This design comes from an exercise in tuning for small area, a short achievable clock period and few clock cycles per item on the open sky130 flow, not from production work. Function was checked by simulation only, so behaviour that the tests miss may differ from the original. No activity file was given, so power comes from the tool's default toggle rates.

### design.v
module tab0_0(input [3:0] a, output [13:0] c);
  localparam [15:0] Tc0 = 16'h0116;
  assign c[0] = Tc0[a];
  localparam [15:0] Tc1 = 16'h0116;
  assign c[1] = Tc1[a];
  localparam [15:0] Tc2 = 16'h6880;
  assign c[2] = Tc2[a];
  localparam [15:0] Tc3 = 16'h7ee8;
  assign c[3] = Tc3[a];
  localparam [15:0] Tc4 = 16'he996;
  assign c[4] = Tc4[a];
  localparam [15:0] Tc5 = 16'h7ee8;
  assign c[5] = Tc5[a];
  localparam [15:0] Tc6 = 16'he996;
  assign c[6] = Tc6[a];
  localparam [15:0] Tc7 = 16'h177e;
  assign c[7] = Tc7[a];
  localparam [15:0] Tc8 = 16'h9668;
  assign c[8] = Tc8[a];
  localparam [15:0] Tc9 = 16'h8116;
  assign c[9] = Tc9[a];
  localparam [15:0] Tc10 = 16'h1668;
  assign c[10] = Tc10[a];
  localparam [15:0] Tc11 = 16'he880;
  assign c[11] = Tc11[a];
  localparam [15:0] Tc12 = 16'h0000;
  assign c[12] = Tc12[a];
  localparam [15:0] Tc13 = 16'h0000;
  assign c[13] = Tc13[a];
endmodule
module tab0_1(input [3:0] a, output [13:0] c);
  localparam [15:0] Tc0 = 16'h381c;
  assign c[0] = Tc0[a];
  localparam [15:0] Tc1 = 16'h65ba;
  assign c[1] = Tc1[a];
  localparam [15:0] Tc2 = 16'h20ba;
  assign c[2] = Tc2[a];
  localparam [15:0] Tc3 = 16'h1c86;
  assign c[3] = Tc3[a];
  localparam [15:0] Tc4 = 16'h5924;
  assign c[4] = Tc4[a];
  localparam [15:0] Tc5 = 16'h5d04;
  assign c[5] = Tc5[a];
  localparam [15:0] Tc6 = 16'h08ae;
  assign c[6] = Tc6[a];
  localparam [15:0] Tc7 = 16'h6138;
  assign c[7] = Tc7[a];
  localparam [15:0] Tc8 = 16'h7130;
  assign c[8] = Tc8[a];
  localparam [15:0] Tc9 = 16'h4d0c;
  assign c[9] = Tc9[a];
  localparam [15:0] Tc10 = 16'h18a6;
  assign c[10] = Tc10[a];
  localparam [15:0] Tc11 = 16'h08ae;
  assign c[11] = Tc11[a];
  localparam [15:0] Tc12 = 16'h08ae;
  assign c[12] = Tc12[a];
  localparam [15:0] Tc13 = 16'h08ae;
  assign c[13] = Tc13[a];
endmodule
module tab0_2(input [3:0] a, output [13:0] c);
  localparam [15:0] Tc0 = 16'h6996;
  assign c[0] = Tc0[a];
  localparam [15:0] Tc1 = 16'h2902;
  assign c[1] = Tc1[a];
  localparam [15:0] Tc2 = 16'h4094;
  assign c[2] = Tc2[a];
  localparam [15:0] Tc3 = 16'h42d4;
  assign c[3] = Tc3[a];
  localparam [15:0] Tc4 = 16'h2942;
  assign c[4] = Tc4[a];
  localparam [15:0] Tc5 = 16'h4294;
  assign c[5] = Tc5[a];
  localparam [15:0] Tc6 = 16'h2942;
  assign c[6] = Tc6[a];
  localparam [15:0] Tc7 = 16'h2b02;
  assign c[7] = Tc7[a];
  localparam [15:0] Tc8 = 16'h4294;
  assign c[8] = Tc8[a];
  localparam [15:0] Tc9 = 16'h2942;
  assign c[9] = Tc9[a];
  localparam [15:0] Tc10 = 16'h4294;
  assign c[10] = Tc10[a];
  localparam [15:0] Tc11 = 16'h40d4;
  assign c[11] = Tc11[a];
  localparam [15:0] Tc12 = 16'h40d4;
  assign c[12] = Tc12[a];
  localparam [15:0] Tc13 = 16'h40d4;
  assign c[13] = Tc13[a];
endmodule
module tab0_3(input [3:0] a, output [13:0] c);
  localparam [15:0] Tc0 = 16'h45a2;
  assign c[0] = Tc0[a];
  localparam [15:0] Tc1 = 16'h793c;
  assign c[1] = Tc1[a];
  localparam [15:0] Tc2 = 16'h7130;
  assign c[2] = Tc2[a];
  localparam [15:0] Tc3 = 16'h249a;
  assign c[3] = Tc3[a];
  localparam [15:0] Tc4 = 16'h1c86;
  assign c[4] = Tc4[a];
  localparam [15:0] Tc5 = 16'h0c8e;
  assign c[5] = Tc5[a];
  localparam [15:0] Tc6 = 16'h30b2;
  assign c[6] = Tc6[a];
  localparam [15:0] Tc7 = 16'h5924;
  assign c[7] = Tc7[a];
  localparam [15:0] Tc8 = 16'h5d04;
  assign c[8] = Tc8[a];
  localparam [15:0] Tc9 = 16'h08ae;
  assign c[9] = Tc9[a];
  localparam [15:0] Tc10 = 16'h3492;
  assign c[10] = Tc10[a];
  localparam [15:0] Tc11 = 16'h30b2;
  assign c[11] = Tc11[a];
  localparam [15:0] Tc12 = 16'h30b2;
  assign c[12] = Tc12[a];
  localparam [15:0] Tc13 = 16'h30b2;
  assign c[13] = Tc13[a];
endmodule
module tab2_0(input [3:0] a, output [13:0] c);
  localparam [15:0] Tc0 = 16'h3432;
  assign c[0] = Tc0[a];
  localparam [15:0] Tc1 = 16'h3032;
  assign c[1] = Tc1[a];
  localparam [15:0] Tc2 = 16'h3fc2;
  assign c[2] = Tc2[a];
  localparam [15:0] Tc3 = 16'h5964;
  assign c[3] = Tc3[a];
  localparam [15:0] Tc4 = 16'h52b4;
  assign c[4] = Tc4[a];
  localparam [15:0] Tc5 = 16'h5f04;
  assign c[5] = Tc5[a];
  localparam [15:0] Tc6 = 16'hc992;
  assign c[6] = Tc6[a];
  localparam [15:0] Tc7 = 16'h0b42;
  assign c[7] = Tc7[a];
  localparam [15:0] Tc8 = 16'h5158;
  assign c[8] = Tc8[a];
  localparam [15:0] Tc9 = 16'h9d9c;
  assign c[9] = Tc9[a];
  localparam [15:0] Tc10 = 16'h1ee0;
  assign c[10] = Tc10[a];
  localparam [15:0] Tc11 = 16'he000;
  assign c[11] = Tc11[a];
  localparam [15:0] Tc12 = 16'h0000;
  assign c[12] = Tc12[a];
  localparam [15:0] Tc13 = 16'h0000;
  assign c[13] = Tc13[a];
endmodule
module tab2_1(input [3:0] a, output [13:0] c);
  localparam [15:0] Tc0 = 16'h0ff0;
  assign c[0] = Tc0[a];
  localparam [15:0] Tc1 = 16'h0f00;
  assign c[1] = Tc1[a];
  localparam [15:0] Tc2 = 16'h3ccc;
  assign c[2] = Tc2[a];
  localparam [15:0] Tc3 = 16'h9a5a;
  assign c[3] = Tc3[a];
  localparam [15:0] Tc4 = 16'h239c;
  assign c[4] = Tc4[a];
  localparam [15:0] Tc5 = 16'hcc10;
  assign c[5] = Tc5[a];
  localparam [15:0] Tc6 = 16'ha54a;
  assign c[6] = Tc6[a];
  localparam [15:0] Tc7 = 16'h500a;
  assign c[7] = Tc7[a];
  localparam [15:0] Tc8 = 16'h0ffa;
  assign c[8] = Tc8[a];
  localparam [15:0] Tc9 = 16'h5550;
  assign c[9] = Tc9[a];
  localparam [15:0] Tc10 = 16'hcc36;
  assign c[10] = Tc10[a];
  localparam [15:0] Tc11 = 16'hccfe;
  assign c[11] = Tc11[a];
  localparam [15:0] Tc12 = 16'hccfe;
  assign c[12] = Tc12[a];
  localparam [15:0] Tc13 = 16'hccfe;
  assign c[13] = Tc13[a];
endmodule
module tab2_2(input [3:0] a, output [13:0] c);
  localparam [15:0] Tc0 = 16'h6666;
  assign c[0] = Tc0[a];
  localparam [15:0] Tc1 = 16'heeee;
  assign c[1] = Tc1[a];
  localparam [15:0] Tc2 = 16'hb4b4;
  assign c[2] = Tc2[a];
  localparam [15:0] Tc3 = 16'h37c8;
  assign c[3] = Tc3[a];
  localparam [15:0] Tc4 = 16'h6d5a;
  assign c[4] = Tc4[a];
  localparam [15:0] Tc5 = 16'h85a0;
  assign c[5] = Tc5[a];
  localparam [15:0] Tc6 = 16'h9c66;
  assign c[6] = Tc6[a];
  localparam [15:0] Tc7 = 16'h2644;
  assign c[7] = Tc7[a];
  localparam [15:0] Tc8 = 16'h6222;
  assign c[8] = Tc8[a];
  localparam [15:0] Tc9 = 16'hdd22;
  assign c[9] = Tc9[a];
  localparam [15:0] Tc10 = 16'h5a78;
  assign c[10] = Tc10[a];
  localparam [15:0] Tc11 = 16'h5070;
  assign c[11] = Tc11[a];
  localparam [15:0] Tc12 = 16'h5070;
  assign c[12] = Tc12[a];
  localparam [15:0] Tc13 = 16'h5070;
  assign c[13] = Tc13[a];
endmodule
module tab2_3(input [3:0] a, output [13:0] c);
  localparam [15:0] Tc0 = 16'h33cc;
  assign c[0] = Tc0[a];
  localparam [15:0] Tc1 = 16'hffcc;
  assign c[1] = Tc1[a];
  localparam [15:0] Tc2 = 16'h99aa;
  assign c[2] = Tc2[a];
  localparam [15:0] Tc3 = 16'h1ef0;
  assign c[3] = Tc3[a];
  localparam [15:0] Tc4 = 16'h8666;
  assign c[4] = Tc4[a];
  localparam [15:0] Tc5 = 16'he888;
  assign c[5] = Tc5[a];
  localparam [15:0] Tc6 = 16'hc33c;
  assign c[6] = Tc6[a];
  localparam [15:0] Tc7 = 16'hf330;
  assign c[7] = Tc7[a];
  localparam [15:0] Tc8 = 16'hc0fc;
  assign c[8] = Tc8[a];
  localparam [15:0] Tc9 = 16'h300c;
  assign c[9] = Tc9[a];
  localparam [15:0] Tc10 = 16'h969a;
  assign c[10] = Tc10[a];
  localparam [15:0] Tc11 = 16'hb2ba;
  assign c[11] = Tc11[a];
  localparam [15:0] Tc12 = 16'hb2ba;
  assign c[12] = Tc12[a];
  localparam [15:0] Tc13 = 16'hb2ba;
  assign c[13] = Tc13[a];
endmodule
module tab1_0(input [7:0] a, output [13:0] h, output [13:0] l);
  localparam [15:0] Th0 = 16'h6996;
  assign h[0] = Th0[a[7:4]];
  localparam [15:0] Th1 = 16'h177e;
  assign h[1] = Th1[a[7:4]];
  localparam [15:0] Th2 = 16'hf00e;
  assign h[2] = Th2[a[7:4]];
  localparam [15:0] Th3 = 16'h9968;
  assign h[3] = Th3[a[7:4]];
  localparam [15:0] Th4 = 16'h4bda;
  assign h[4] = Th4[a[7:4]];
  localparam [15:0] Th5 = 16'ha1a0;
  assign h[5] = Th5[a[7:4]];
  localparam [15:0] Th6 = 16'hf1f0;
  assign h[6] = Th6[a[7:4]];
  localparam [15:0] Th7 = 16'h3d3c;
  assign h[7] = Th7[a[7:4]];
  localparam [15:0] Th8 = 16'h5756;
  assign h[8] = Th8[a[7:4]];
  localparam [15:0] Th9 = 16'hfffe;
  assign h[9] = Th9[a[7:4]];
  localparam [15:0] Th10 = 16'h9668;
  assign h[10] = Th10[a[7:4]];
  localparam [15:0] Th11 = 16'he880;
  assign h[11] = Th11[a[7:4]];
  localparam [15:0] Th12 = 16'h0000;
  assign h[12] = Th12[a[7:4]];
  localparam [15:0] Th13 = 16'h0000;
  assign h[13] = Th13[a[7:4]];
  localparam [15:0] Tl0 = 16'h33cc;
  assign l[0] = Tl0[a[3:0]];
  localparam [15:0] Tl1 = 16'h3cf0;
  assign l[1] = Tl1[a[3:0]];
  localparam [15:0] Tl2 = 16'h6aaa;
  assign l[2] = Tl2[a[3:0]];
  localparam [15:0] Tl3 = 16'hb3cc;
  assign l[3] = Tl3[a[3:0]];
  localparam [15:0] Tl4 = 16'hcc00;
  assign l[4] = Tl4[a[3:0]];
  localparam [15:0] Tl5 = 16'h9696;
  assign l[5] = Tl5[a[3:0]];
  localparam [15:0] Tl6 = 16'hb2b2;
  assign l[6] = Tl6[a[3:0]];
  localparam [15:0] Tl7 = 16'he718;
  assign l[7] = Tl7[a[3:0]];
  localparam [15:0] Tl8 = 16'hc4dc;
  assign l[8] = Tl8[a[3:0]];
  localparam [15:0] Tl9 = 16'h07e0;
  assign l[9] = Tl9[a[3:0]];
  localparam [15:0] Tl10 = 16'hf800;
  assign l[10] = Tl10[a[3:0]];
  localparam [15:0] Tl11 = 16'h0000;
  assign l[11] = Tl11[a[3:0]];
  localparam [15:0] Tl12 = 16'h0000;
  assign l[12] = Tl12[a[3:0]];
  localparam [15:0] Tl13 = 16'h0000;
  assign l[13] = Tl13[a[3:0]];
endmodule
module tab1_1(input [7:0] a, output [13:0] h, output [13:0] l);
  localparam [15:0] Th0 = 16'h9966;
  assign h[0] = Th0[a[7:4]];
  localparam [15:0] Th1 = 16'h1188;
  assign h[1] = Th1[a[7:4]];
  localparam [15:0] Th2 = 16'h4b5a;
  assign h[2] = Th2[a[7:4]];
  localparam [15:0] Th3 = 16'h38c6;
  assign h[3] = Th3[a[7:4]];
  localparam [15:0] Th4 = 16'h6ea8;
  assign h[4] = Th4[a[7:4]];
  localparam [15:0] Th5 = 16'h1696;
  assign h[5] = Th5[a[7:4]];
  localparam [15:0] Th6 = 16'h54d4;
  assign h[6] = Th6[a[7:4]];
  localparam [15:0] Th7 = 16'h5b24;
  assign h[7] = Th7[a[7:4]];
  localparam [15:0] Th8 = 16'h93c8;
  assign h[8] = Th8[a[7:4]];
  localparam [15:0] Th9 = 16'h1300;
  assign h[9] = Th9[a[7:4]];
  localparam [15:0] Th10 = 16'h8a66;
  assign h[10] = Th10[a[7:4]];
  localparam [15:0] Th11 = 16'h8aee;
  assign h[11] = Th11[a[7:4]];
  localparam [15:0] Th12 = 16'h8aee;
  assign h[12] = Th12[a[7:4]];
  localparam [15:0] Th13 = 16'h8aee;
  assign h[13] = Th13[a[7:4]];
  localparam [15:0] Tl0 = 16'hc33c;
  assign l[0] = Tl0[a[3:0]];
  localparam [15:0] Tl1 = 16'h65a6;
  assign l[1] = Tl1[a[3:0]];
  localparam [15:0] Tl2 = 16'h89c8;
  assign l[2] = Tl2[a[3:0]];
  localparam [15:0] Tl3 = 16'hc23c;
  assign l[3] = Tl3[a[3:0]];
  localparam [15:0] Tl4 = 16'hcf0c;
  assign l[4] = Tl4[a[3:0]];
  localparam [15:0] Tl5 = 16'h9aa6;
  assign l[5] = Tl5[a[3:0]];
  localparam [15:0] Tl6 = 16'h75ae;
  assign l[6] = Tl6[a[3:0]];
  localparam [15:0] Tl7 = 16'h0f5e;
  assign l[7] = Tl7[a[3:0]];
  localparam [15:0] Tl8 = 16'hf00e;
  assign l[8] = Tl8[a[3:0]];
  localparam [15:0] Tl9 = 16'ha554;
  assign l[9] = Tl9[a[3:0]];
  localparam [15:0] Tl10 = 16'hc968;
  assign l[10] = Tl10[a[3:0]];
  localparam [15:0] Tl11 = 16'h0180;
  assign l[11] = Tl11[a[3:0]];
  localparam [15:0] Tl12 = 16'h0100;
  assign l[12] = Tl12[a[3:0]];
  localparam [15:0] Tl13 = 16'h0100;
  assign l[13] = Tl13[a[3:0]];
endmodule
module tab1_2(input [7:0] a, output [13:0] h, output [13:0] l);
  localparam [15:0] Th0 = 16'h6996;
  assign h[0] = Th0[a[7:4]];
  localparam [15:0] Th1 = 16'h188e;
  assign h[1] = Th1[a[7:4]];
  localparam [15:0] Th2 = 16'ha224;
  assign h[2] = Th2[a[7:4]];
  localparam [15:0] Th3 = 16'h6992;
  assign h[3] = Th3[a[7:4]];
  localparam [15:0] Th4 = 16'he87e;
  assign h[4] = Th4[a[7:4]];
  localparam [15:0] Th5 = 16'h2432;
  assign h[5] = Th5[a[7:4]];
  localparam [15:0] Th6 = 16'hecfe;
  assign h[6] = Th6[a[7:4]];
  localparam [15:0] Th7 = 16'he30e;
  assign h[7] = Th7[a[7:4]];
  localparam [15:0] Th8 = 16'hdcc2;
  assign h[8] = Th8[a[7:4]];
  localparam [15:0] Th9 = 16'h33ce;
  assign h[9] = Th9[a[7:4]];
  localparam [15:0] Th10 = 16'h5a94;
  assign h[10] = Th10[a[7:4]];
  localparam [15:0] Th11 = 16'h50d4;
  assign h[11] = Th11[a[7:4]];
  localparam [15:0] Th12 = 16'h50d4;
  assign h[12] = Th12[a[7:4]];
  localparam [15:0] Th13 = 16'h50d4;
  assign h[13] = Th13[a[7:4]];
  localparam [15:0] Tl0 = 16'h5a5a;
  assign l[0] = Tl0[a[3:0]];
  localparam [15:0] Tl1 = 16'hc6c6;
  assign l[1] = Tl1[a[3:0]];
  localparam [15:0] Tl2 = 16'h0df2;
  assign l[2] = Tl2[a[3:0]];
  localparam [15:0] Tl3 = 16'h5558;
  assign l[3] = Tl3[a[3:0]];
  localparam [15:0] Tl4 = 16'h0f0a;
  assign l[4] = Tl4[a[3:0]];
  localparam [15:0] Tl5 = 16'h669c;
  assign l[5] = Tl5[a[3:0]];
  localparam [15:0] Tl6 = 16'hb42c;
  assign l[6] = Tl6[a[3:0]];
  localparam [15:0] Tl7 = 16'hfb0c;
  assign l[7] = Tl7[a[3:0]];
  localparam [15:0] Tl8 = 16'h55a6;
  assign l[8] = Tl8[a[3:0]];
  localparam [15:0] Tl9 = 16'h3362;
  assign l[9] = Tl9[a[3:0]];
  localparam [15:0] Tl10 = 16'h6978;
  assign l[10] = Tl10[a[3:0]];
  localparam [15:0] Tl11 = 16'h7170;
  assign l[11] = Tl11[a[3:0]];
  localparam [15:0] Tl12 = 16'h7170;
  assign l[12] = Tl12[a[3:0]];
  localparam [15:0] Tl13 = 16'h7170;
  assign l[13] = Tl13[a[3:0]];
endmodule
module tab1_3(input [7:0] a, output [13:0] h, output [13:0] l);
  localparam [15:0] Th0 = 16'h6996;
  assign h[0] = Th0[a[7:4]];
  localparam [15:0] Th1 = 16'hb224;
  assign h[1] = Th1[a[7:4]];
  localparam [15:0] Th2 = 16'hccc8;
  assign h[2] = Th2[a[7:4]];
  localparam [15:0] Th3 = 16'h6996;
  assign h[3] = Th3[a[7:4]];
  localparam [15:0] Th4 = 16'h188e;
  assign h[4] = Th4[a[7:4]];
  localparam [15:0] Th5 = 16'h077e;
  assign h[5] = Th5[a[7:4]];
  localparam [15:0] Th6 = 16'h00fe;
  assign h[6] = Th6[a[7:4]];
  localparam [15:0] Th7 = 16'haa54;
  assign h[7] = Th7[a[7:4]];
  localparam [15:0] Th8 = 16'h0fa4;
  assign h[8] = Th8[a[7:4]];
  localparam [15:0] Th9 = 16'hf004;
  assign h[9] = Th9[a[7:4]];
  localparam [15:0] Th10 = 16'h9692;
  assign h[10] = Th10[a[7:4]];
  localparam [15:0] Th11 = 16'hb2b2;
  assign h[11] = Th11[a[7:4]];
  localparam [15:0] Th12 = 16'hb2b2;
  assign h[12] = Th12[a[7:4]];
  localparam [15:0] Th13 = 16'hb2b2;
  assign h[13] = Th13[a[7:4]];
  localparam [15:0] Tl0 = 16'h6666;
  assign l[0] = Tl0[a[3:0]];
  localparam [15:0] Tl1 = 16'h11ee;
  assign l[1] = Tl1[a[3:0]];
  localparam [15:0] Tl2 = 16'h5ab4;
  assign l[2] = Tl2[a[3:0]];
  localparam [15:0] Tl3 = 16'h6cc8;
  assign l[3] = Tl3[a[3:0]];
  localparam [15:0] Tl4 = 16'he666;
  assign l[4] = Tl4[a[3:0]];
  localparam [15:0] Tl5 = 16'h4bb4;
  assign l[5] = Tl5[a[3:0]];
  localparam [15:0] Tl6 = 16'h155e;
  assign l[6] = Tl6[a[3:0]];
  localparam [15:0] Tl7 = 16'hc3c2;
  assign l[7] = Tl7[a[3:0]];
  localparam [15:0] Tl8 = 16'hcfce;
  assign l[8] = Tl8[a[3:0]];
  localparam [15:0] Tl9 = 16'hfc02;
  assign l[9] = Tl9[a[3:0]];
  localparam [15:0] Tl10 = 16'h6664;
  assign l[10] = Tl10[a[3:0]];
  localparam [15:0] Tl11 = 16'h4444;
  assign l[11] = Tl11[a[3:0]];
  localparam [15:0] Tl12 = 16'h4444;
  assign l[12] = Tl12[a[3:0]];
  localparam [15:0] Tl13 = 16'h4444;
  assign l[13] = Tl13[a[3:0]];
endmodule
module kfix1(input [3:0] sel, output [12:0] v);
  assign v = ({13{sel[0]}} & 13'd2971) | ({13{sel[1]}} & 13'd7105) | ({13{sel[2]}} & 13'd7529) | ({13{sel[3]}} & 13'd7657);
endmodule
module tab3_0(input [7:0] a, output [13:0] h, output [13:0] l);
  localparam [15:0] Th0 = 16'h0ff0;
  assign h[0] = Th0[a[7:4]];
  localparam [15:0] Th1 = 16'ha5aa;
  assign h[1] = Th1[a[7:4]];
  localparam [15:0] Th2 = 16'h9c66;
  assign h[2] = Th2[a[7:4]];
  localparam [15:0] Th3 = 16'hb0d2;
  assign h[3] = Th3[a[7:4]];
  localparam [15:0] Th4 = 16'hbf02;
  assign h[4] = Th4[a[7:4]];
  localparam [15:0] Th5 = 16'h2664;
  assign h[5] = Th5[a[7:4]];
  localparam [15:0] Th6 = 16'hfb44;
  assign h[6] = Th6[a[7:4]];
  localparam [15:0] Th7 = 16'hc378;
  assign h[7] = Th7[a[7:4]];
  localparam [15:0] Th8 = 16'h0380;
  assign h[8] = Th8[a[7:4]];
  localparam [15:0] Th9 = 16'h595a;
  assign h[9] = Th9[a[7:4]];
  localparam [15:0] Th10 = 16'hf40a;
  assign h[10] = Th10[a[7:4]];
  localparam [15:0] Th11 = 16'h000a;
  assign h[11] = Th11[a[7:4]];
  localparam [15:0] Th12 = 16'h000a;
  assign h[12] = Th12[a[7:4]];
  localparam [15:0] Th13 = 16'h000a;
  assign h[13] = Th13[a[7:4]];
  localparam [15:0] Tl0 = 16'h6996;
  assign l[0] = Tl0[a[3:0]];
  localparam [15:0] Tl1 = 16'hd442;
  assign l[1] = Tl1[a[3:0]];
  localparam [15:0] Tl2 = 16'hf0f2;
  assign l[2] = Tl2[a[3:0]];
  localparam [15:0] Tl3 = 16'h9964;
  assign l[3] = Tl3[a[3:0]];
  localparam [15:0] Tl4 = 16'hbb22;
  assign l[4] = Tl4[a[3:0]];
  localparam [15:0] Tl5 = 16'hdd44;
  assign l[5] = Tl5[a[3:0]];
  localparam [15:0] Tl6 = 16'h77ee;
  assign l[6] = Tl6[a[3:0]];
  localparam [15:0] Tl7 = 16'h00ee;
  assign l[7] = Tl7[a[3:0]];
  localparam [15:0] Tl8 = 16'h6688;
  assign l[8] = Tl8[a[3:0]];
  localparam [15:0] Tl9 = 16'h22aa;
  assign l[9] = Tl9[a[3:0]];
  localparam [15:0] Tl10 = 16'he196;
  assign l[10] = Tl10[a[3:0]];
  localparam [15:0] Tl11 = 16'h1f7e;
  assign l[11] = Tl11[a[3:0]];
  localparam [15:0] Tl12 = 16'hfffe;
  assign l[12] = Tl12[a[3:0]];
  localparam [15:0] Tl13 = 16'hfffe;
  assign l[13] = Tl13[a[3:0]];
endmodule
module tab3_1(input [7:0] a, output [13:0] h, output [13:0] l);
  localparam [15:0] Th0 = 16'h33cc;
  assign h[0] = Th0[a[7:4]];
  localparam [15:0] Th1 = 16'hc3f0;
  assign h[1] = Th1[a[7:4]];
  localparam [15:0] Th2 = 16'h9596;
  assign h[2] = Th2[a[7:4]];
  localparam [15:0] Th3 = 16'h2ad4;
  assign h[3] = Th3[a[7:4]];
  localparam [15:0] Th4 = 16'h3318;
  assign h[4] = Th4[a[7:4]];
  localparam [15:0] Th5 = 16'h5a86;
  assign h[5] = Th5[a[7:4]];
  localparam [15:0] Th6 = 16'hc642;
  assign h[6] = Th6[a[7:4]];
  localparam [15:0] Th7 = 16'ha8a8;
  assign h[7] = Th7[a[7:4]];
  localparam [15:0] Th8 = 16'hff00;
  assign h[8] = Th8[a[7:4]];
  localparam [15:0] Th9 = 16'h0ff0;
  assign h[9] = Th9[a[7:4]];
  localparam [15:0] Th10 = 16'hcc3c;
  assign h[10] = Th10[a[7:4]];
  localparam [15:0] Th11 = 16'hccfc;
  assign h[11] = Th11[a[7:4]];
  localparam [15:0] Th12 = 16'hccfc;
  assign h[12] = Th12[a[7:4]];
  localparam [15:0] Th13 = 16'hccfc;
  assign h[13] = Th13[a[7:4]];
  localparam [15:0] Tl0 = 16'h6996;
  assign l[0] = Tl0[a[3:0]];
  localparam [15:0] Tl1 = 16'h2b42;
  assign l[1] = Tl1[a[3:0]];
  localparam [15:0] Tl2 = 16'hd402;
  assign l[2] = Tl2[a[3:0]];
  localparam [15:0] Tl3 = 16'h6994;
  assign l[3] = Tl3[a[3:0]];
  localparam [15:0] Tl4 = 16'he78e;
  assign l[4] = Tl4[a[3:0]];
  localparam [15:0] Tl5 = 16'h1f7e;
  assign l[5] = Tl5[a[3:0]];
  localparam [15:0] Tl6 = 16'h0f0e;
  assign l[6] = Tl6[a[3:0]];
  localparam [15:0] Tl7 = 16'h6968;
  assign l[7] = Tl7[a[3:0]];
  localparam [15:0] Tl8 = 16'hdbda;
  assign l[8] = Tl8[a[3:0]];
  localparam [15:0] Tl9 = 16'ha1a0;
  assign l[9] = Tl9[a[3:0]];
  localparam [15:0] Tl10 = 16'h9866;
  assign l[10] = Tl10[a[3:0]];
  localparam [15:0] Tl11 = 16'h88ee;
  assign l[11] = Tl11[a[3:0]];
  localparam [15:0] Tl12 = 16'h88ee;
  assign l[12] = Tl12[a[3:0]];
  localparam [15:0] Tl13 = 16'h88ee;
  assign l[13] = Tl13[a[3:0]];
endmodule
module tab3_2(input [7:0] a, output [13:0] h, output [13:0] l);
  localparam [15:0] Th0 = 16'h9696;
  assign h[0] = Th0[a[7:4]];
  localparam [15:0] Th1 = 16'h17e8;
  assign h[1] = Th1[a[7:4]];
  localparam [15:0] Th2 = 16'h18f0;
  assign h[2] = Th2[a[7:4]];
  localparam [15:0] Th3 = 16'h8666;
  assign h[3] = Th3[a[7:4]];
  localparam [15:0] Th4 = 16'he888;
  assign h[4] = Th4[a[7:4]];
  localparam [15:0] Th5 = 16'h55aa;
  assign h[5] = Th5[a[7:4]];
  localparam [15:0] Th6 = 16'h5500;
  assign h[6] = Th6[a[7:4]];
  localparam [15:0] Th7 = 16'h99cc;
  assign h[7] = Th7[a[7:4]];
  localparam [15:0] Th8 = 16'hbbaa;
  assign h[8] = Th8[a[7:4]];
  localparam [15:0] Th9 = 16'h22cc;
  assign h[9] = Th9[a[7:4]];
  localparam [15:0] Th10 = 16'h3cf0;
  assign h[10] = Th10[a[7:4]];
  localparam [15:0] Th11 = 16'h30f0;
  assign h[11] = Th11[a[7:4]];
  localparam [15:0] Th12 = 16'h30f0;
  assign h[12] = Th12[a[7:4]];
  localparam [15:0] Th13 = 16'h30f0;
  assign h[13] = Th13[a[7:4]];
  localparam [15:0] Tl0 = 16'ha55a;
  assign l[0] = Tl0[a[3:0]];
  localparam [15:0] Tl1 = 16'h0a50;
  assign l[1] = Tl1[a[3:0]];
  localparam [15:0] Tl2 = 16'h339c;
  assign l[2] = Tl2[a[3:0]];
  localparam [15:0] Tl3 = 16'h694a;
  assign l[3] = Tl3[a[3:0]];
  localparam [15:0] Tl4 = 16'h24fa;
  assign l[4] = Tl4[a[3:0]];
  localparam [15:0] Tl5 = 16'he3c6;
  assign l[5] = Tl5[a[3:0]];
  localparam [15:0] Tl6 = 16'h10ce;
  assign l[6] = Tl6[a[3:0]];
  localparam [15:0] Tl7 = 16'h66a8;
  assign l[7] = Tl7[a[3:0]];
  localparam [15:0] Tl8 = 16'h78f0;
  assign l[8] = Tl8[a[3:0]];
  localparam [15:0] Tl9 = 16'h70f0;
  assign l[9] = Tl9[a[3:0]];
  localparam [15:0] Tl10 = 16'hd5aa;
  assign l[10] = Tl10[a[3:0]];
  localparam [15:0] Tl11 = 16'hffaa;
  assign l[11] = Tl11[a[3:0]];
  localparam [15:0] Tl12 = 16'hffaa;
  assign l[12] = Tl12[a[3:0]];
  localparam [15:0] Tl13 = 16'hffaa;
  assign l[13] = Tl13[a[3:0]];
endmodule
module tab3_3(input [7:0] a, output [13:0] h, output [13:0] l);
  localparam [15:0] Th0 = 16'h5a5a;
  assign h[0] = Th0[a[7:4]];
  localparam [15:0] Th1 = 16'h3636;
  assign h[1] = Th1[a[7:4]];
  localparam [15:0] Th2 = 16'hcd32;
  assign h[2] = Th2[a[7:4]];
  localparam [15:0] Th3 = 16'h5a68;
  assign h[3] = Th3[a[7:4]];
  localparam [15:0] Th4 = 16'hfada;
  assign h[4] = Th4[a[7:4]];
  localparam [15:0] Th5 = 16'h39c6;
  assign h[5] = Th5[a[7:4]];
  localparam [15:0] Th6 = 16'h073e;
  assign h[6] = Th6[a[7:4]];
  localparam [15:0] Th7 = 16'haa54;
  assign h[7] = Th7[a[7:4]];
  localparam [15:0] Th8 = 16'h5a0e;
  assign h[8] = Th8[a[7:4]];
  localparam [15:0] Th9 = 16'h9c98;
  assign h[9] = Th9[a[7:4]];
  localparam [15:0] Th10 = 16'hbaba;
  assign h[10] = Th10[a[7:4]];
  localparam [15:0] Th11 = 16'hbaba;
  assign h[11] = Th11[a[7:4]];
  localparam [15:0] Th12 = 16'hbaba;
  assign h[12] = Th12[a[7:4]];
  localparam [15:0] Th13 = 16'hbaba;
  assign h[13] = Th13[a[7:4]];
  localparam [15:0] Tl0 = 16'h6996;
  assign l[0] = Tl0[a[3:0]];
  localparam [15:0] Tl1 = 16'h4d24;
  assign l[1] = Tl1[a[3:0]];
  localparam [15:0] Tl2 = 16'h2b62;
  assign l[2] = Tl2[a[3:0]];
  localparam [15:0] Tl3 = 16'h8e78;
  assign l[3] = Tl3[a[3:0]];
  localparam [15:0] Tl4 = 16'h33bc;
  assign l[4] = Tl4[a[3:0]];
  localparam [15:0] Tl5 = 16'hcc30;
  assign l[5] = Tl5[a[3:0]];
  localparam [15:0] Tl6 = 16'hccfc;
  assign l[6] = Tl6[a[3:0]];
  localparam [15:0] Tl7 = 16'h3c0c;
  assign l[7] = Tl7[a[3:0]];
  localparam [15:0] Tl8 = 16'hf30c;
  assign l[8] = Tl8[a[3:0]];
  localparam [15:0] Tl9 = 16'hff0c;
  assign l[9] = Tl9[a[3:0]];
  localparam [15:0] Tl10 = 16'h969a;
  assign l[10] = Tl10[a[3:0]];
  localparam [15:0] Tl11 = 16'hb2ba;
  assign l[11] = Tl11[a[3:0]];
  localparam [15:0] Tl12 = 16'hb2ba;
  assign l[12] = Tl12[a[3:0]];
  localparam [15:0] Tl13 = 16'hb2ba;
  assign l[13] = Tl13[a[3:0]];
endmodule
module kfix3(input [3:0] sel, output [12:0] v);
  assign v = ({13{sel[0]}} & 13'd1763) | ({13{sel[1]}} & 13'd805) | ({13{sel[2]}} & 13'd581) | ({13{sel[3]}} & 13'd515);
endmodule
`timescale 1ns / 1ps
module add_up(
    input [14:0] in,
    output [17:0] out1,output [17:0] out2,
    output [17:0] out4,output [17:0] out3,
    input clk,
    input rst,
    input in_valid,
    output in_ready,
    output out_valid
    );
assign in_ready = 1'b1;
reg  [3:0]  cnt;         
reg         dir;         
reg         pact;        
reg  [3:0]  pj;          
wire        take  = in_valid & ~rst;
wire        shift = take | (pact & (cnt == 4'd0));    
wire        pv    = shift & pact;                     
always @(posedge clk) begin
    if (rst) begin
        cnt <= 4'd0; pj <= 4'd0; dir <= 1'b0; pact <= 1'b0;
    end else begin
        if (pv) begin
            pj <= pj + 4'd1;
            if (pj == 4'd15) pact <= 1'b0;
        end
        if (take) begin
            cnt <= cnt + 4'd1;
            if (cnt == 4'd15) begin
                dir <= ~dir; pact <= 1'b1; pj <= 4'd0;
            end
        end
    end
end
wire [15:0] p;           
dct_array ua(.clk(clk), .shift(shift), .dir(dir), .smp(in), .p(p));
wire [3:0] x0b, x2b;     
wire [7:0] db;           
dct_serial us(.clk(clk), .pv(pv), .first(pj == 4'd0), .p(p), .x0b(x0b), .x2b(x2b), .db(db));
wire [3:0] a0 = {x0b[0], x0b[1], x0b[2], x0b[3]};      
wire [3:0] a2 = {x2b[0], x2b[1], x2b[2], x2b[3]};
wire [7:0] a1 = {db[0], db[1], db[2], db[3], db[4], db[5], db[6], db[7]};
reg  [7:0] XO [0:3];     
reg  [7:0] XE [0:3];     
reg  [3:0] V;            
reg  [3:0] J [0:3];      
integer i;
always @(posedge clk) begin
    XO[0] <= (pj == 4'd15) ? ~a1 : a1; XE[0] <= {a0, a2}; J[0] <= pj;
    for (i = 1; i < 4; i = i + 1) begin XO[i] <= XO[i - 1]; XE[i] <= XE[i - 1]; J[i] <= J[i - 1]; end
    if (rst) V <= 4'd0;
    else     V <= {V[2:0], pv};
end
wire [12:0] res [0:15];  
reg  [3:0]  fin;         
genvar k;
generate
    for (k = 0; k < 4; k = k + 1) begin : grp
        wire [13:0] c0w, c2w, h1, l1, h3, l3;
        reg         first, ns, last;
        wire [14:0] mask;
        wire [3:0]  jp = (k == 0) ? pj : J[(k == 0) ? 0 : k - 1];
        if (k == 0) begin : t0
            tab0_0 u0(XE[0][7:4], c0w); tab1_0 u1(XO[0], h1, l1);
            tab2_0 u2(XE[0][3:0], c2w); tab3_0 u3(XO[0], h3, l3);
        end else if (k == 1) begin : t1
            tab0_1 u0(XE[1][7:4], c0w); tab1_1 u1(XO[1], h1, l1);
            tab2_1 u2(XE[1][3:0], c2w); tab3_1 u3(XO[1], h3, l3);
        end else if (k == 2) begin : t2
            tab0_2 u0(XE[2][7:4], c0w); tab1_2 u1(XO[2], h1, l1);
            tab2_2 u2(XE[2][3:0], c2w); tab3_2 u3(XO[2], h3, l3);
        end else begin : t3
            tab0_3 u0(XE[3][7:4], c0w); tab1_3 u1(XO[3], h1, l1);
            tab2_3 u2(XE[3][3:0], c2w); tab3_3 u3(XO[3], h3, l3);
        end
        genvar b;
        for (b = 0; b < 13; b = b + 1) begin : mk
            assign mask[b] = (J[k] >= 15 - b);
        end
        assign mask[13] = 1'b1;
        assign mask[14] = (J[k] != 4'd0);
        always @(posedge clk) begin
            first <= (jp == 4'd0);
            ns    <= (jp == 4'd1) | (jp == 4'd2);
            last  <= (jp == 4'd15);
            if (rst) fin[k] <= 1'b0;
            else     fin[k] <= V[k] & last;
        end
        dct_acc_e r0(.clk(clk), .v(V[k]), .first(first), .ns(ns), .last(last), .mask(mask), .c(c0w), .res(res[4 * k + 0]));
        dct_acc_o r1(.clk(clk), .v(V[k]), .first(first), .ns(ns), .mask(mask), .h(h1), .l(l1), .res(res[4 * k + 1]));
        dct_acc_e r2(.clk(clk), .v(V[k]), .first(first), .ns(ns), .last(last), .mask(mask), .c(c2w), .res(res[4 * k + 2]));
        dct_acc_o r3(.clk(clk), .v(V[k]), .first(first), .ns(ns), .mask(mask), .h(h3), .l(l3), .res(res[4 * k + 3]));
    end
endgenerate
wire [12:0] kf1, kf3;
kfix1 uk1(fin, kf1);
kfix3 uk3(fin, kf3);
wire [12:0] r0 = ({13{fin[0]}} & res[0])  | ({13{fin[1]}} & res[4])  | ({13{fin[2]}} & res[8])  | ({13{fin[3]}} & res[12]);
wire [12:0] r1 = ({13{fin[0]}} & res[1])  | ({13{fin[1]}} & res[5])  | ({13{fin[2]}} & res[9])  | ({13{fin[3]}} & res[13]);
wire [12:0] r2 = ({13{fin[0]}} & res[2])  | ({13{fin[1]}} & res[6])  | ({13{fin[2]}} & res[10]) | ({13{fin[3]}} & res[14]);
wire [12:0] r3 = ({13{fin[0]}} & res[3])  | ({13{fin[1]}} & res[7])  | ({13{fin[2]}} & res[11]) | ({13{fin[3]}} & res[15]);
reg [12:0] o1, o2, o3, o4;
reg        ov;
always @(posedge clk) begin
    if (rst) ov <= 1'b0;
    else     ov <= |fin;
    o1 <= r0;
    o2 <= r1 + kf1;
    o3 <= r2;
    o4 <= r3 + kf3;
end
assign out_valid = ov;
assign out1 = {o1, 5'd0};
assign out2 = {o2, 5'd0};
assign out3 = {o3, 5'd0};
assign out4 = {o4, 5'd0};
endmodule
module dct_array(
    input clk, input shift, input dir, input [14:0] smp,
    output [15:0] p
    );
reg  [15:0] M [0:15];
wire [15:0] inb;
genvar r, c;
generate
    for (c = 0; c < 16; c = c + 1) begin : ib
        if (c == 0) begin : z
            assign inb[c] = 1'b0;
        end else begin : b
            assign inb[c] = smp[15 - c];
        end
    end
    for (r = 0; r < 16; r = r + 1) begin : row
        for (c = 0; c < 16; c = c + 1) begin : col
            localparam P = (r + c) % 2;
            wire dn = (r == 0) ? inb[c] ^ P : ~M[(r == 0) ? 0 : r - 1][c];
            wire rt = (c == 0) ? inb[r] ^ P : ~M[r][(c == 0) ? 0 : c - 1];
            always @(posedge clk)
                if (shift) M[r][c] <= dir ? rt : dn;
        end
    end
    for (c = 0; c < 16; c = c + 1) begin : pl
        localparam P = c % 2;            
        assign p[c] = (dir ? M[15 - c][15] : M[15][15 - c]) ^ P;
    end
endgenerate
endmodule
module dct_serial(
    input clk, input pv, input first, input [15:0] p,
    output [3:0] x0b, output [3:0] x2b, output [7:0] db
    );
reg  [7:0] cs, cd;
reg  [3:0] c0, c2;
wire [7:0] sb;
wire [7:0] cs_in = first ? 8'h00 : cs;
wire [7:0] cd_in = first ? 8'hff : cd;
wire [3:0] c0_in = first ? 4'h0 : c0;
wire [3:0] c2_in = first ? 4'hf : c2;
wire [7:0] ncs, ncd;
wire [3:0] nc0, nc2;
genvar m;
generate
    for (m = 0; m < 8; m = m + 1) begin : sa
        wire a = p[m], b = p[15 - m];
        assign sb[m]  = a ^ b ^ cs_in[m];
        assign ncs[m] = (a & b) | (a & cs_in[m]) | (b & cs_in[m]);
        assign db[m]  = a ^ ~b ^ cd_in[m];
        assign ncd[m] = (a & ~b) | (a & cd_in[m]) | (~b & cd_in[m]);
    end
    for (m = 0; m < 4; m = m + 1) begin : sb2
        wire a = sb[m], b = sb[7 - m];
        assign x0b[m] = a ^ b ^ c0_in[m];
        assign nc0[m] = (a & b) | (a & c0_in[m]) | (b & c0_in[m]);
        assign x2b[m] = a ^ ~b ^ c2_in[m];
        assign nc2[m] = (a & ~b) | (a & c2_in[m]) | (~b & c2_in[m]);
    end
endgenerate
always @(posedge clk)
    if (pv) begin
        cs <= ncs; cd <= ncd; c0 <= nc0; c2 <= nc2;
    end
endmodule
module dct_base(input [14:0] R, input ns, output [14:0] base);
assign base = {ns & R[14], ns ? R[13] : R[14], ~ns & R[13], R[12:1]};
endmodule
module dct_acc_e(
    input clk, input v, input first, input ns, input last, input [14:0] mask,
    input [13:0] c, output [12:0] res
    );
reg  [14:0] R;
wire [14:0] base, sum;
dct_base bs(R, ns, base);
wire [14:0] op = {1'b0, ~c[13], c[12:0] ^ {13{last}}};
dct_add15 ad(.a(base), .b(op), .s(sum));
always @(posedge clk)
    if (v) R <= {sum[14] & mask[14], first ? ~c[13] : sum[13], sum[12:0] & mask[12:0]};
assign res = R[12:0];
endmodule
module dct_acc_o(
    input clk, input v, input first, input ns, input [14:0] mask,
    input [13:0] h, input [13:0] l, output [12:0] res
    );
reg  [14:0] R;
wire [14:0] bs0, sum;
dct_base bs(R, ns, bs0);
wire [14:0] base = first ? 15'd0 : bs0;
wire [14:0] hx   = {1'b0, ~h[13], h[12:0]};
wire [14:0] lx   = {l[13], l};
wire [14:0] s1   = base ^ hx ^ lx;
wire [14:0] c1   = (base & hx) | (base & lx) | (hx & lx);
dct_add15 ad(.a(s1), .b({c1[13:0], 1'b0}), .s(sum));
always @(posedge clk)
    if (v) R <= sum & mask;
assign res = R[12:0];
endmodule
module dct_add15(input [14:0] a, input [14:0] b, output [14:0] s);
reg [14:0] g, pp;
wire [14:0] p = a ^ b;
integer i, d;
always @(*) begin
    g  = a & b;
    pp = p;
    for (d = 1; d < 15; d = d * 2)
        for (i = 2 * d - 1; i < 15; i = i + 2 * d) begin
            g[i]  = g[i] | (pp[i] & g[i - d]);
            pp[i] = pp[i] & pp[i - d];
        end
    for (d = 4; d >= 1; d = d / 2)
        for (i = 3 * d - 1; i < 15; i = i + 2 * d) begin
            g[i]  = g[i] | (pp[i] & g[i - d]);
            pp[i] = pp[i] & pp[i - d];
        end
end
assign s = p ^ {g[13:0], 1'b0};
endmodule
### constraint.sdc
create_clock -name core_clock -period 9.0 [get_ports {clk}]
set_input_delay 1.8000 -clock core_clock [delete_from_list [all_inputs] [get_ports {clk}]]
set_output_delay 1.8000 -clock core_clock [all_outputs]
set_load 0.01 [all_outputs]
### run.sh
#!/bin/bash
# synth_recipe.tcl (not shown) runs the flow's synth.tcl, then flattens the netlist and writes it again
# the make line also repeats each setting of config.mk as NAME=value (left out here)
make -C /OpenROAD-flow-scripts/flow DESIGN_CONFIG=/design/flow/config.mk WORK_HOME=/design/flow/orfs CLKGATE_MAP_FILE= SYNTH_SCRIPT=/design/flow/synth_recipe.tcl finish
### config.mk
export PLATFORM = sky130hd
export DESIGN_NAME = add_up
export DESIGN_NICKNAME = add_up
export VERILOG_FILES = /design/flow/design.v
export SDC_FILE = /design/flow/constraint.sdc
export NUM_CORES = 8
export LEC_CHECK = 0
export ABC_CLOCK_PERIOD_IN_PS = 3500
export CAP_MARGIN = 50
export CORE_MARGIN = 2
export CORE_UTILIZATION = 40
export SETUP_SLACK_MARGIN = 5
export SLEW_MARGIN = 50
==> impl_metrics.yaml, run 1 <==
die:
  die_h_um: 342
  core_area_um2: 113000
  die_w_um: 342
  dieArea_um2: 117000
  initial_utilization: 0.405
  fp-row-count: 123
  io_pins: 92
global_route:
  antenna_found_initial: 1
  grt_use_total: 0.190
  grt_pass1_vias: 29800
  grt_overflow: 0
  grt_pass1_wl_um: 172000
  grt_max_degree: 96
worst_setup_path:
  crit_chain: "clkinvlp_4 -> ha_4 -> or2_2 -> a21oi_1 -> a21oi_1 -> fa_1 -> ha_4 -> a211oi_2 -> o21ai_2 -> o31ai_2 -> buf_4 -> nor2_2 -> a311oi_2 -> fa_1 -> nor2_1"
  critPathLaunchType: "register"
  cp.buffers_inverters: 2
  cp.arrival_ns: 4.48
  required_ns: 9.49
  critPathKind: "reg -> reg"
  slowest_delay_ns: 0.61
  reg2reg_slack_ns: 5.02
  path_max_fanout: 7
  critPathSlowestCell: "fa_1"
  crit_family: "adder cells"
  cp-end-kind: "register"
placement:
  gp_congestion: 0.904
  placed_area_um2: 48000
  preCtsSetupSlack_ns: 4.28
  hpwl_um: 84600
  port_buffers: 70
sta:
  worst_slew_pin_slew_ns: 0.701
  finalHoldViolCount: 0
  finalCritPeriodShare: 0.442
  fin_tns_setup_ns: 0
  finClkSkew_ns: 0.0442
  rsz0062_at_grt: "yes"
  fmax_ghz: 0.251
  min_period_ns: 3.98
  whs_ns: 0.352
  setup_ws_ns: 5.02
  setup_viol: 0
  slew_headroom: 0.519
  final-max-slew-violation-count: 0
logic_synthesis:
  synth-edff-count: 519
  synthFlopType: "edfxtp_1"
  seq_area_frac_synth: 0.413
  ys_ff_latch: 682
  yosys_warnings: 13
  syn_area_per_cell_um2: 10.9
  synth_area_leaders: "edfxtp_1 34%, fa_1 10%, ha_1 10%"
  syn_inst: 4175
  synth-async-reset-ratio: 0
  yosys.area.top_type_share: 0.341
  synth.distinct_cells: 72
  synth_area_um2: 45700
  synth_top_area_cell: "edfxtp_1"
layout:
  fin_nets: 4888
  multi_input_area_um2: 25400
  fin_area_um2: 52100
  seq_area_um2: 19000
  drive_above_1_share: 0.114
  fillers: 10400
  area_delta_synth_final_pct: 14.0
clocking:
  worstSkewPairLatency_ns: 0.67
  ctsHtreeMaxLevel: 3
  path_clk_slew_ns: 0.07
  cts_inserted_buffers: 80
  cts_tree: "built"
  cts-root-buf: "clkbuf_16"
  cts_buffer_depth: 3
  cts.sinks: 682
  ctsHoldBuffers: 0
min_path:
  hold_path_class: "reg -> reg"
job:
  cap_viol_max_count: 0
pwr:
  power_density_nw_per_um2: 185
  ir_drop_uv: 158
  p_leak_nw: 20.0
  power_mw: 9.63
drt:
  wire_per_inst_um: 19.4
  drt_wl_total_um: 113000
  first_pass_iters: 6
  drcViolationCount: 0
  ant_nets: 0
  dr_total_vias: 30600
  drt_first_iter_violations: 2176
  vias_per_cell: 5.26
outcome:
  outcome: "timing/DRC/antenna clean"
-- final cells by class --
type,instances,area share
multi-input cells,2966,0.489
flip-flops and latches,682,0.365
clock buffers,102,0.0424
well taps,1500,0.0360
repair buffers,174,0.0306
inverters,358,0.0268
clock inverters,46,0.0111
diodes,1,0.0000481
-- where the power goes --
part           internal [mW]  switching [mW]
Combinational           1.18            1.47
Sequential              3.46           0.130
Clock                   2.00            1.40
Total                   6.64            3.00
-- logic make-up after synthesis --
| logic type | count (synthesis) | share of synthesized area |
|---|---|---|
| and+or+nand+nor | 981 | 0.102 |
| AOI/OAI and AO/OA | 736 | 0.103 |
| DFF | 682 | 0.413 |
| adders and majority gates | 608 | 0.206 |
| buffers and inverters | 546 | 0.0476 |
| muxes | 336 | 0.0747 |
| xor gates and xnor gates | 284 | 0.0545 |
| other | 2 | 0.000164 |
-- flip-flops by register name, indices dropped and copies added, names as in the netlist, 8 cells and up --
name and count:
o3 13, ua.M 255, XE 32, grp.r2.R 60, o1 13, grp.r0.R 60, o2 13, J 16
us.cd 8, o4 13, grp.r3.R 60, XO 32, us.cs 8, grp.r1.R 60
-- timing repair --
| item | 4_1_cts | 5_1_grt |
|---|---|---|
| gates resized for setup | 95 | 113 |
| buffers inserted | 6 | 59 |
| pin swaps | 4 | 44 |
| setup endpoints to repair | 73 | 56 |
-- final timing paths --
kind,startpoint,to,cells past startpoint
max reg2reg,XO[1][4],grp[1].r3.R[12],15
max,XO[1][4],grp[1].r3.R[12],15
min,XE[2][4],XE[3][4],0
min reg2reg,XE[2][4],XE[3][4],0
-- synthesized netlist by cell type (all sizes together) (28+ instances only) --
| cell | instances |
|---|---|
| and2 | 61 |
| clkbuf | 111 |
| nor2b | 96 |
| a22oi | 101 |
| mux2 | 28 |
| edfxtp | 519 |
| nor2 | 331 |
| and3 | 30 |
| inv | 353 |
| xnor2 | 158 |
| o211ai | 36 |
| a21o | 41 |
| a21oi | 194 |
| dfxtp | 163 |
| ha | 370 |
| nand2b | 92 |
| o21ai | 179 |
| a211oi | 54 |
| xor2 | 126 |
| fa | 238 |
| buf | 77 |
| mux2i | 307 |
| nand2 | 256 |
-- cells in the final DEF (no fill, tap or decap), types with 83 or more instances in the layout --
cell / synthesis / layout
a21oi_1: 192 / 177
a22oi_1: 99 / 99
buf_4: 21 / 91
clkbuf_16: 0 / 83
dfxtp_1: 163 / 108
edfxtp_1: 519 / 519
fa_1: 238 / 236
ha_1: 370 / 350
inv_1: 352 / 333
mux2i_1: 307 / 302
nand2_1: 256 / 253
nand2b_1: 92 / 90
nor2_1: 331 / 323
nor2b_1: 96 / 96
o21ai_0: 172 / 142
xnor2_1: 158 / 154
xor2_1: 126 / 123
-- routing by layer --
layer	vias to the layer above	share of wire	GRT usage
met5	-	0	0
met4	0	0.031	0.0622
met3	165	0.048	0.0233
met2	715	0.47	0.313
met1	15100	0.45	0.259
li1	14700	-	-
-- per-stage QoR --
step	utilization	instances
final	0.462	5829
after global routing	0.462	5828
after CTS	0.453	5768
after detailed placement	0.425	5614
after global placement	0.424	5611
after floorplan	-	4194
Testbench counts, summed over its fixed seeds: cycles 5,296, blocks 320.
==> run 2: changes to the inputs <==
==> flow/run.sh (new file) <==
#!/bin/bash
# Standard layout, with repair aiming at a 3 ns period and plain buffers on the ports.
set -o pipefail
bash standard.sh SETUP_SLACK_MARGIN=6 "BUFFER_PORTS_ARGS=-buffer_cell sky130_fd_sc_hd__buf_2" finish > standard.log 2>&1
==> standard.sh (new file) <==
#!/bin/bash
# synth_recipe.tcl (not shown) runs the flow's synth.tcl, then flattens the netlist and writes it again
# the make line also repeats each setting of config.mk as NAME=value (left out here)
make -C /OpenROAD-flow-scripts/flow DESIGN_CONFIG=/design/flow/config.mk WORK_HOME=/design/flow/orfs CLKGATE_MAP_FILE= SYNTH_SCRIPT=/design/flow/synth_recipe.tcl "${@:-finish}"
removed: run.sh
==> run 2 against run 1 <==
Still clean on timing, DRC and antenna. Final cell count is 4.3% higher. Area after synthesis stayed put. Flip-flop and latch count unchanged. Maximum frequency grew 6.5%. Register-to-register slack better by 0.24 ns. Largest power group is now combinational logic. Highest routed layer unchanged.
==> impl_metrics.yaml, run 2 <==
logic_synthesis:
  synth.top_cells.by_count: "519 x edfxtp_1, 370 x ha_1, 352 x inv_1, 331 x nor2_1, 307 x mux2i_1"
  synth_area_um2: 45700
  syn_inst: 4175
  seq_area_frac_synth: 0.413
  yosys_warnings: 13
  yosys.area.top_type_share: 0.341
  syn_area_per_cell_um2: 10.9
  yosysMostFrequentCell: "edfxtp_1"
  synthFlopType: "edfxtp_1"
  synth-async-reset-ratio: 0
  synth_top_area_cell: "edfxtp_1"
  synth_area_leaders: "edfxtp_1 34%, fa_1 10%, ha_1 10%"
  synth.distinct_cells: 72
  synth-edff-count: 519
  ys_ff_latch: 682
worst_setup_path:
  critPathSlowestCell: "fa_1"
  reg2reg_slack_ns: 5.26
  r2r_end: "grp[1].r3.R[12]"
  required_ns: 9.50
  cp.buffers_inverters: 1
  path_max_fanout: 6
  r2r_cells: 14
  critPathKind: "reg -> reg"
  cp-end-kind: "register"
  critPathLaunchType: "register"
  worstReg2RegStart: "XO[1][5]"
  crit_chain: "inv_8 -> ha_4 -> or2_4 -> a21oi_2 -> a21oi_2 -> fa_1 -> ha_4 -> a211oi_2 -> o21ai_2 -> o31ai_4 -> nor2_2 -> a311oi_2 -> fa_1 -> nor2_1"
  cp.arrival_ns: 4.24
  crit_family: "adder cells"
  slowest_delay_ns: 0.61
die:
  initial_utilization: 0.405
  die_w_um: 342
  die_h_um: 342
  io_pins: 92
  core_area_um2: 113000
  fp-row-count: 123
  dieArea_um2: 117000
sta:
  rsz0062_at_grt: "yes"
  worst_slew_pin_slew_ns: 0.766
  fmax_ghz: 0.268
  fin_tns_setup_ns: 0
  min_period_ns: 3.74
  finalHoldViolCount: 0
  setup_viol: 0
  slew_headroom: 0.490
  finalCritPeriodShare: 0.415
  final-max-slew-violation-count: 0
  finClkSkew_ns: 0.0541
layout:
  top_register: "ua.M"
  fin_area_um2: 57000
  fillers: 9854
  final_common_cell: "edfxtp_1"
  fin_nets: 5138
  fin_util: 0.506
  drive_above_1_share: 0.280
  largest_register_ffs: 255
  most-common-layout-cells: "519 x edfxtp_1, 294 x mux2i_1, 291 x nor2_1, 278 x inv_1, 264 x buf_4"
  area_delta_synth_final_pct: 24.9
global_route:
  grt_overflow: 0
  grt_use_total: 0.206
  grt_pass1_wl_um: 186000
  antenna_found_initial: 1
  grt_max_degree: 84
  grt_pass1_vias: 31900
pwr:
  combPwrFrac: 0.346
  p_int_mw: 7.14
  power_mw: 10.5
  sw_frac_of_total: 0.322
  p_clk_frac: 0.315
  ir_drop_uv: 134
  p_leak_nw: 21.8
  power_density_nw_per_um2: 184
  sequentialPowerShare: 0.340
  p_sw_mw: 3.38
drt:
  first_pass_iters: 6
  drt_first_iter_violations: 2349
  dr_total_vias: 32000
  drt_wl_total_um: 122000
  wire_per_inst_um: 20.1
  ant_nets: 0
  vias_per_cell: 5.26
  drcViolationCount: 0
min_path:
  min_from: "J[1][0]"
  hold_end: "J[2][0]"
  hold_path_class: "reg -> reg"
  holdPathStages: 0
clocking:
  cts-root-buf: "clkbuf_16"
  ctsHtreeMaxLevel: 3
  cts_inserted_buffers: 80
  path_clk_slew_ns: 0.06
  cts.sinks: 682
  cts_buffer_depth: 3
  worstSkewPairLatency_ns: 0.68
  cts_tree: "built"
placement:
  placed_area_um2: 49000
  port_buffers: 70
  gp_congestion: 0.883
  hpwl_um: 85600
job:
  cap_viol_max_count: 0
outcome:
  outcome: "timing/DRC/antenna clean"
-- run 2: worst max-delay path by stage --
stage | startpoint | slack [ns] | to | depth (start not counted)
final | XO[1][5] | 5.26 | grp[1].r3.R[12] | 14
after global routing | XO[1][5] | 5.17 | grp[1].r3.R[11] | 15
after detailed placement | XO[3][6] | 4.74 | grp[3].r3.R[10] | 13
after CTS | XO[1][1] | 5.34 | grp[1].r1.R[12] | 15
after floorplan | cnt[1] | 1.42 | pj[3] | 9
after global placement | XO[1][6] | 4.50 | grp[1].r3.R[12] | 14
-- run 2: routing by layer --
metal  global-route usage  vias to the layer above  share of wire
met2                0.342                      754           0.48
met3               0.0237                      201          0.042
met5                    0                        -              0
met4               0.0670                        0          0.034
met1                0.279                    15900           0.44
li1                     -                    15200              -
-- run 2: worst register-to-register path: cells and delay by family, from the launching register on --
| kind | cells | cell delay, ns |
|---|---|---|
| buf+inv | 1 | 0.06 |
| flops | 1 | 0.40 |
| fa+ha+maj | 4 | 1.56 |
| simple gates | 3 | 0.44 |
| compound gates | 6 | 1.14 |
-- run 2: stage by stage --
step | setup WS [ns] | std cells | hold WS, ns
floorplan | 1.42 | 4194 | 0.329
global placement | 4.50 | 5608 | 0.352
detailed placement | 4.74 | 5614 | 0.348
CTS | 5.34 | 5991 | 0.368
global route | 5.17 | 6079 | 0.379
finish | 5.26 | 6080 | 0.365
-- run 2: power by group through the flow --
stage | combinational [mW] | clock [mW] | sequential, mW
CTS | 3.25 | 3.39 | 3.57
detailed placement | 2.66 | 0 | 3.67
finish | 3.64 | 3.31 | 3.58
global route | 4.03 | 3.50 | 3.59
global placement | 2.62 | 0 | 3.67
floorplan | 2.20 | 0 | 3.59
-- run 2: cell families (layout without fill, tap and decap cells) --
group                    after synthesis  after routing  synth area share
buffers and inverters                546            931            0.0476
multiplexers                         336            336            0.0747
AND/OR/NAND/NOR                      981            981             0.102
other                                  2             22          0.000164
AO/OA/AOI/OAI                        736            736             0.103
adder cells (fa/ha/maj)              608            608             0.206
XOR/XNOR                             284            284            0.0545
flip-flops                           682            682             0.413
-- run 2: layout make-up --
cell class	count	area, um2	share of cell area
Timing Repair Buffer	424	3690	0.0647
Multi-Input combinational cell	2966	28200	0.494
Antenna cell	1	2.50	0.0000439
Clock buffer	111	2230	0.0391
Tap cell	1500	1880	0.0329
Inverter	358	1540	0.0270
Sequential cell	682	19100	0.335
Clock inverter	38	447	0.00783
-- run 2: what timing repair did --
item / CTS / global route
setup buffers: 223 / 87
hold endpoints to repair: 0 / 0
endpoints found under the setup margin: 243 / 251
hold buffers: 0 / 0
gates resized for setup: 427 / 256
cloned: 5 / 1
pin swaps: 248 / 217
==> run 3: changes to the inputs <==
==> flow/run.sh (replaced) <==
#!/bin/bash
# Standard layout, without full-adder cell extraction in synthesis and with
# plain buffers on the ports.
set -o pipefail
bash standard.sh ADDER_MAP_FILE= "BUFFER_PORTS_ARGS=-buffer_cell sky130_fd_sc_hd__buf_2" finish > standard.log 2>&1
==> run 3 against run 2 <==
Area after synthesis up 2.5%. Design area up 3.6%. Clock-buffer cell count down 5. Critical path depth up 3. Register-to-register slack worse by 0.75 ns. Worst setup slack worse by 0.75 ns. Clock power up 3%. Wire length up 14%. Sequential share of layout area down 1.1 points. Critical path type unchanged. Critical endpoint is now grp[3].r2.R[14].
==> impl_metrics.yaml, run 3 <==
outcome:
  outcome: "timing/DRC/antenna clean"
global_route:
  antenna_found_initial: 1
  grt_pass1_wl_um: 208000
  grt_pass1_vias: 36200
  grt_overflow: 0
  grt_use_total: 0.218
  grt_max_degree: 91
drt:
  first_pass_iters: 6
  wire_per_inst_um: 19.9
  drcViolationCount: 0
  ant_nets: 0
  dr_total_vias: 39600
  vias_per_cell: 5.65
  drt_first_iter_violations: 3650
  drt_wl_total_um: 140000
min_path:
  holdPathStages: 0
  min_from: "pj[3]"
  hold_path_class: "reg -> reg"
  hold_end: "J[0][3]"
pwr:
  sw_frac_of_total: 0.303
  ir_drop_uv: 159
  p_sw_mw: 2.96
  power_mw: 9.78
  p_leak_nw: 20.5
  p_int_mw: 6.82
  p_clk_frac: 0.348
  combPwrFrac: 0.288
  sequentialPowerShare: 0.364
  power_density_nw_per_um2: 165
clocking:
  ctsHtreeMaxLevel: 3
  cts_tree: "built"
  worstSkewPairLatency_ns: 0.67
  ctsHoldBuffers: 0
  cts.sinks: 682
  cts_inserted_buffers: 79
  cts_buffer_depth: 3
  path_clk_slew_ns: 0.06
  cts-root-buf: "clkbuf_16"
layout:
  fin_area_um2: 59100
  fin_nets: 5437
  area_delta_synth_final_pct: 26.3
  drive_above_1_share: 0.254
  largest_register_ffs: 255
  fin_util: 0.509
  final_common_cell: "xnor2_1"
  most-common-layout-cells: "524 x xnor2_1, 520 x nor2_1, 519 x edfxtp_1, 405 x buf_4, 371 x nand2_1"
  fillers: 10200
  fin_cells: 7011
  top_register: "ua.M"
worst_setup_path:
  critPathKind: "reg -> reg"
  cp-end-kind: "register"
  cp.arrival_ns: 4.86
  reg2reg_slack_ns: 4.52
  critPathLaunchType: "register"
  path_max_fanout: 6
  r2r_end: "grp[3].r2.R[14]"
  worstReg2RegStart: "grp[3].last"
  required_ns: 9.38
  r2r_cells: 17
logic_synthesis:
  synth_area_leaders: "edfxtp_1 33%, xnor2_1 11%, dfxtp_1 7.0%"
  seq_area_frac_synth: 0.403
  muxShareOfSynthArea: 0.0666
  synth_area_um2: 46800
  synth_compound_area_frac: 0.156
  ys_ff_latch: 682
  yosysMostFrequentCell: "xnor2_1"
  yosys_warnings: 13
  synth_top_area_cell: "edfxtp_1"
  syn_inst: 5018
  yosys.area.top_type_share: 0.333
  synth.distinct_cells: 104
  synth-async-reset-ratio: 0
  synth-edff-count: 519
  synthXorXnorAreaFrac: 0.147
  syn_area_per_cell_um2: 9.33
  synth.top_cells.by_count: "585 x xnor2_1, 541 x nor2_1, 519 x edfxtp_1, 387 x nand2_1, 300 x mux2i_1"
  synthAdderAreaFrac: 0.0323
  synthFlopType: "edfxtp_1"
  synth-simple-area-share: 0.159
  synth_top_family_by_area: "simple AND/OR/NAND/NOR gates"
die:
  dieArea_um2: 120000
  fp-row-count: 125
  io_pins: 92
  die_w_um: 346
  initial_utilization: 0.403
  die_h_um: 346
  core_area_um2: 116000
sta:
  fin_tns_setup_ns: 0
  finalHoldViolCount: 0
  setup_viol: 0
  min_period_ns: 4.48
  rsz0062_at_grt: "yes"
  slew_headroom: 0.418
  final-max-slew-violation-count: 0
  finClkSkew_ns: 0.0422
  finalCritPeriodShare: 0.498
  fmax_ghz: 0.223
  worst_slew_pin_slew_ns: 0.867
placement:
  gp_congestion: 0.894
  placed_area_um2: 49400
  dp_cells: 6406
  hpwl_um: 91000
  port_buffers: 70
job:
  cap_viol_max_count: 0
-- run 3: power by group through the flow --
stage                     combinational [mW]  sequential [mW]  clock [mW]
after floorplan                         1.86             3.56           0
after global placement                  2.05             3.65           0
after detailed placement                2.09             3.65           0
after CTS                               2.46             3.56        3.47
after global routing                    3.05             3.57        3.59
final                                   2.82             3.56        3.40
-- run 3: critical path, cell delays in order (launching register included) --
cell	delay, ns
dfxtp_4	0.35
buf_12	0.14
xor2_4	0.15
o22ai_2	0.11
a21oi_2	0.06
maj3_2	0.34
maj3_2	0.33
maj3_2	0.33
maj3_2	0.32
maj3_2	0.33
maj3_2	0.33
a22o_4	0.23
maj3_4	0.38
maj3_2	0.38
a21oi_2	0.15
o21ai_1	0.10
o31ai_2	0.07
a22oi_2	0.11
-- run 3: how the worst max path moves through the flow --
stage	start	endpoint	slack, ns	cells after the start
floorplan	rst	pj[3]	1.97	6
global placement	XO[2][0]	grp[2].r3.R[14]	3.90	16
detailed placement	grp[1].last	grp[1].r0.R[14]	3.88	15
CTS	grp[3].last	grp[3].r2.R[13]	4.51	17
global route	grp[0].first	grp[0].r1.R[13]	4.33	17
finish	grp[3].last	grp[3].r2.R[14]	4.52	17
-- run 3: area by class of cell --
type	count	area [um2]	share of cell area
diodes	1	2.50	0.0000423
clock buffers	106	2280	0.0386
flip-flops and latches	682	19100	0.323
repair buffers	573	5080	0.0860
multi-input cells	3938	29700	0.502
well taps	1524	1910	0.0323
inverters	145	591	0.00999
clock inverters	42	478	0.00808
-- run 3: cells by family after synthesis --
kind of cell,Yosys count
flip-flops,682
multiplexers,310
buffers and inverters,417
AND/OR/NAND/NOR,1584
other,2
XOR/XNOR,758
adder cells (fa/ha/maj),148
AO/OA/AOI/OAI,1117
-- run 3: per-layer routing --
metal | share of wire | GRT usage
met5 | 0.00011 | 0
met4 | 0.050 | 0.109
met3 | 0.059 | 0.0255
met2 | 0.47 | 0.360
met1 | 0.42 | 0.284
-- run 3: through the flow --
step           hold slack [ns]  setup slack, ns
3_3_place_gp             0.405             3.90
4_1_cts                  0.412             4.51
2_1_floorplan            0.326             1.97
6_report                 0.408             4.52
3_5_place_dp             0.405             3.88
5_1_grt                  0.426             4.33
-- run 3: timing repair --
| action | CTS | global route |
|---|---|---|
| cloned | 11 | 4 |
| endpoints found under the setup margin | 98 | 73 |
| pin swaps | 185 | 221 |
| buffers inserted | 262 | 179 |
| gates resized for setup | 420 | 307 |

[re-timing with driven ports]
No port has a modelled driver above. Below, the same layouts with a new extraction and two added sets of constraints. Step 1 assumes that a clkbuf_16 drives the clock port and a buf_2 every other input. Step 2 adds t to the input delays and takes it off the output delays; t is the mean of the earliest and latest rising clock arrival at the registers after step 1. Input paths then give back, and output paths get back, about the clock's delay inside the block. a / b / c = ideal / step 1 / step 2; a / b = the first two.
run | t (ns) | slack for setup (ns) | worst register clock-pin slew, ns
run 1 | 0.714 | 5.020 / 5.020 / 4.788 | 0.07 / 0.07
run 2 | 0.714 | 5.264 / 5.264 / 5.264 | 0.07 / 0.07
run 3 | 0.720 | 4.516 / 4.516 / 4.516 | 0.07 / 0.07
After both steps every run listed still meets setup and hold. For run 1, which loses most, drivers alone change the setup slack by 0.000 ns; drivers and shift together by -0.232 ns.
